Background: an optimization exercise with open tools, aiming at small area and a short achievable clock period. Do not read the settings as production practice.
Only simulation tests tie the RTL to the original design; equivalence was not proved.
Power and IR drop assume default switching activity.

wip/willow:
// KalmanFilter
module KalmanFilter(
    input clk,
    input reset,
    input valid_in,
    input [7:0] z_k,
    output reg [7:0] x_k
);
Size in the first run: roughly 240 cells after synthesis, about 19 I/O pins, ~1500 um2 of cells after synthesis.
==> flow/config.mk <==
export PLATFORM = sky130hd
export DESIGN_NAME = KalmanFilter
export DESIGN_NICKNAME = KalmanFilter
export VERILOG_FILES = /design/flow/design.v
export SDC_FILE = /design/flow/constraint.sdc
export NUM_CORES = 4
export LEC_CHECK = 0
export CAP_MARGIN = 20
export CORE_MARGIN = 2
export CORE_UTILIZATION = 40
export CTS_BUF_LIST = sky130_fd_sc_hd__clkbuf_4
export SLEW_MARGIN = 20
==> flow/constraint.sdc <==
create_clock -name core_clock -period 40.0 [get_ports {clk}]
set_input_delay 8.0000 -clock core_clock [delete_from_list [all_inputs] [get_ports {clk}]]
set_output_delay 8.0000 -clock core_clock [all_outputs]
set_load 0.01 [all_outputs]
standard.sh (not shown) runs the stock make flow with config.mk's settings and CLKGATE_MAP_FILE= SYNTH_SCRIPT=/design/flow/synth_recipe.tcl, a recipe that flattens the netlist after the stock synthesis.
==> flow/flow/run.sh <==
#!/bin/bash
# Layout flow: the standard flow (standard.sh) with these changes:
#  - synthesis keeps module kf_x (the logic that only depends on registers)
#    separate until technology mapping, maps it for area (flow/area.abc) and
#    the rest of the design for delay with area recovery (flow/delay.abc),
#    instead of ORFS's single ABC script; the design is flattened afterwards
#    exactly as in the standard synthesis;
#  - full/half-adder extraction is skipped (ADDER_MAP_FILE left empty);
#  - ports are buffered with buf_2 cells.
# Registers, their names and cell types are those of the standard synthesis.
set -euo pipefail
here=$(pwd)
cat > my_synth.tcl <<EOT
proc abc {args} {
  set i [lsearch -exact \$args -script]
  set ax \$args; lset ax [expr {\$i + 1}] $here/flow/area.abc
  set at \$args; lset at [expr {\$i + 1}] $here/flow/delay.abc
  yosys abc {*}\$ax kf_x
  yosys abc {*}\$at KalmanFilter
}
source $here/synth_recipe.tcl
EOT
sed -e "s#SYNTH_SCRIPT=[^ ]*#SYNTH_SCRIPT=$here/my_synth.tcl ADDER_MAP_FILE=#" standard.sh > my_standard.sh
grep -q "my_synth.tcl ADDER_MAP_FILE=" my_standard.sh
export SYNTH_KEEP_MODULES=kf_x
export PRE_DETAIL_PLACE_TCL=$here/flow/pre_dp.tcl
export BUFFER_PORTS_ARGS="-buffer_cell sky130_fd_sc_hd__buf_2"
bash my_standard.sh > flow.log 2>&1
==> flow/flow/area.abc <==
strash
dch -f
amap
topo
stime -p
==> flow/flow/delay.abc <==
strash
dch -f
map -D 2500
topo
upsize -D 2000
dnsize -D 2000
topo
stime -p
==> flow/flow/pre_dp.tcl <==
# Output ports only drive the 0.01 pF port load: use buf_1 as their buffers.
foreach inst [[ord::get_db_block] getInsts] {
  set n [$inst getName]
  if {[string match "output*" $n] && [[$inst getMaster] getName] == "sky130_fd_sc_hd__buf_2"} {
    replace_cell $n sky130_fd_sc_hd__buf_1
  }
}
In summary, wip/willow completed successfully, with a layout that passed the timing, design-rule and antenna checks.
Input-level comparison between wip/violet and wip/willow:
- CORE_UTILIZATION now 55, was 40
diff --git a/flow/flow/run.sh b/flow/flow/run.sh
--- a/flow/flow/run.sh
+++ b/flow/flow/run.sh
@@ -4,3 +4,4 @@
 #    separate until technology mapping, maps it for area (flow/area.abc) and
-#    the rest of the design for delay with area recovery (flow/delay.abc),
+#    the rest of the design for delay with area recovery and gate sizing
+#    (flow/delay.abc),
 #    instead of ORFS's single ABC script; the design is flattened afterwards
==> flow/flow/delay.abc <==
strash
dch -f
map -D 2500
topo
upsize -D 2300
dnsize -D 2300
topo
stime -p
## What came out
As far as hold slack is concerned, wip/violet and wip/willow perform about the same. Relative to wip/willow, wip/violet improves sum of internal, switching and leakage power. wip/willow ended up with x_k[7]$_SDFFE_PP0P_ as its worst setup path endpoint; wip/violet ended up with x_k[6]$_SDFFE_PP1P_. wip/violet vs. wip/willow: global-route usage over all layers rose by 5.4 points; total die area shrank by 26%. Largest voltage drop on the vdd net grows by more than 100% when moving from wip/willow to wip/violet. wip/violet: final instance area lower than wip/willow. wip/violet vs. wip/willow: time the worst path needs with I/O delays and setup +0.017 ns, worst setup slack -0.017 ns. wip/willow ended up with z_k[0] as its critical path startpoint; wip/violet ended up with z_k[6]. Looking at sequential share of layout area, wip/violet sits 0.18 points higher than wip/willow does. Looking at total wire length, wip/violet sits 21 um above wip/willow.
Input changes introduced in wip/umber (baseline for comparison: wip/violet):
- a change of CORE_UTILIZATION from 55 to 40
- an added PLACE_DENSITY of 0.75
## What came out
wip/violet ran to completion and came out clean on the timing, design-rule and antenna checks. No stage failed in wip/umber, and the final checks on the layout all came back clean. wip/umber against wip/violet: clock skew fell by 0.0039 ns, final cell count rose by 16. What wip/umber reported for total wire length has to be multiplied by 1.06 to get the figure for wip/violet. Of wip/violet and wip/umber, wip/umber shows the higher synthesis-to-finish area growth, with wip/violet below it. Changes observed in wip/umber relative to wip/violet: post-layout instance area moved up; total power moved down; post-route fraction of the period consumed by the critical path moved down; worst setup slack moved up; fraction of power consumed by combinational cells level.
The following lists how wip/fjord was set up differently from wip/umber:
- PLACE_DENSITY: 0.75 -> unset
- CTS_BUF_LIST: sky130_fd_sc_hd__clkbuf_4 -> sky130_fd_sc_hd__clkbuf_2
--- outcome ---
On worst stage delay on the critical path, the higher figure sits with wip/fjord, not wip/umber.
Between wip/umber and wip/fjord, the largest clock skew in the final design does not differ in any meaningful way.
In wip/fjord relative to wip/umber, area of all placed cells without fillers had gone down slightly.
When the final numbers for wip/fjord and wip/umber were put side by side, the wire length turned out to be smaller in wip/umber.
Final critical delay including setup and external delays was lower in the run labelled wip/umber.
wip/umber reports its worst setup path startpoint as z_k[7] while wip/fjord reports z_k[0].
The setup slack of the critical path after layout reported for wip/fjord is smaller than that of wip/umber by 0.061 ns.
Summary — overall power, wip/fjord relative to wip/umber: lower, by 1.6%.
The run showing the greater first-iteration DRC count is wip/umber.
Relative to wip/umber, the worst max-slew margin expressed relative to the limit of wip/fjord is lower by 0.79 points.
Against wip/umber, wip/fjord comes in 53 lower on via count.

-- re-timing with driven ports --
No port has a modelled driver above. Below, the same layouts with a new extraction and two added sets of constraints. Step 1 assumes that a clkbuf_16 drives the clock port and a buf_2 every other input. Step 2 adds t to the input delays and takes it off the output delays; t is the mean of the earliest and latest rising clock arrival at the registers after step 1. Input paths then give back, and output paths get back, about the clock's delay inside the block. Slacks: ideal / step 1 / step 2; pairs: ideal / step 1.
run | shift t [ns] | setup WS [ns] | latest minus earliest clock arrival (ns)
wip/willow | 0.291 | 29.364 / 29.365 / 29.074 | 0.007 / 0.008
wip/violet | 0.294 | 29.347 / 29.351 / 29.056 | 0.008 / 0.009
wip/umber | 0.289 | 29.412 / 29.412 / 29.123 | 0.005 / 0.004
wip/fjord | 0.278 | 29.350 / 29.352 / 29.074 | 0.007 / 0.007
After both steps setup and hold are still met in every run listed. For wip/violet, which loses most, drivers alone change the setup slack by +0.004 ns; drivers and shift together by -0.291 ns.
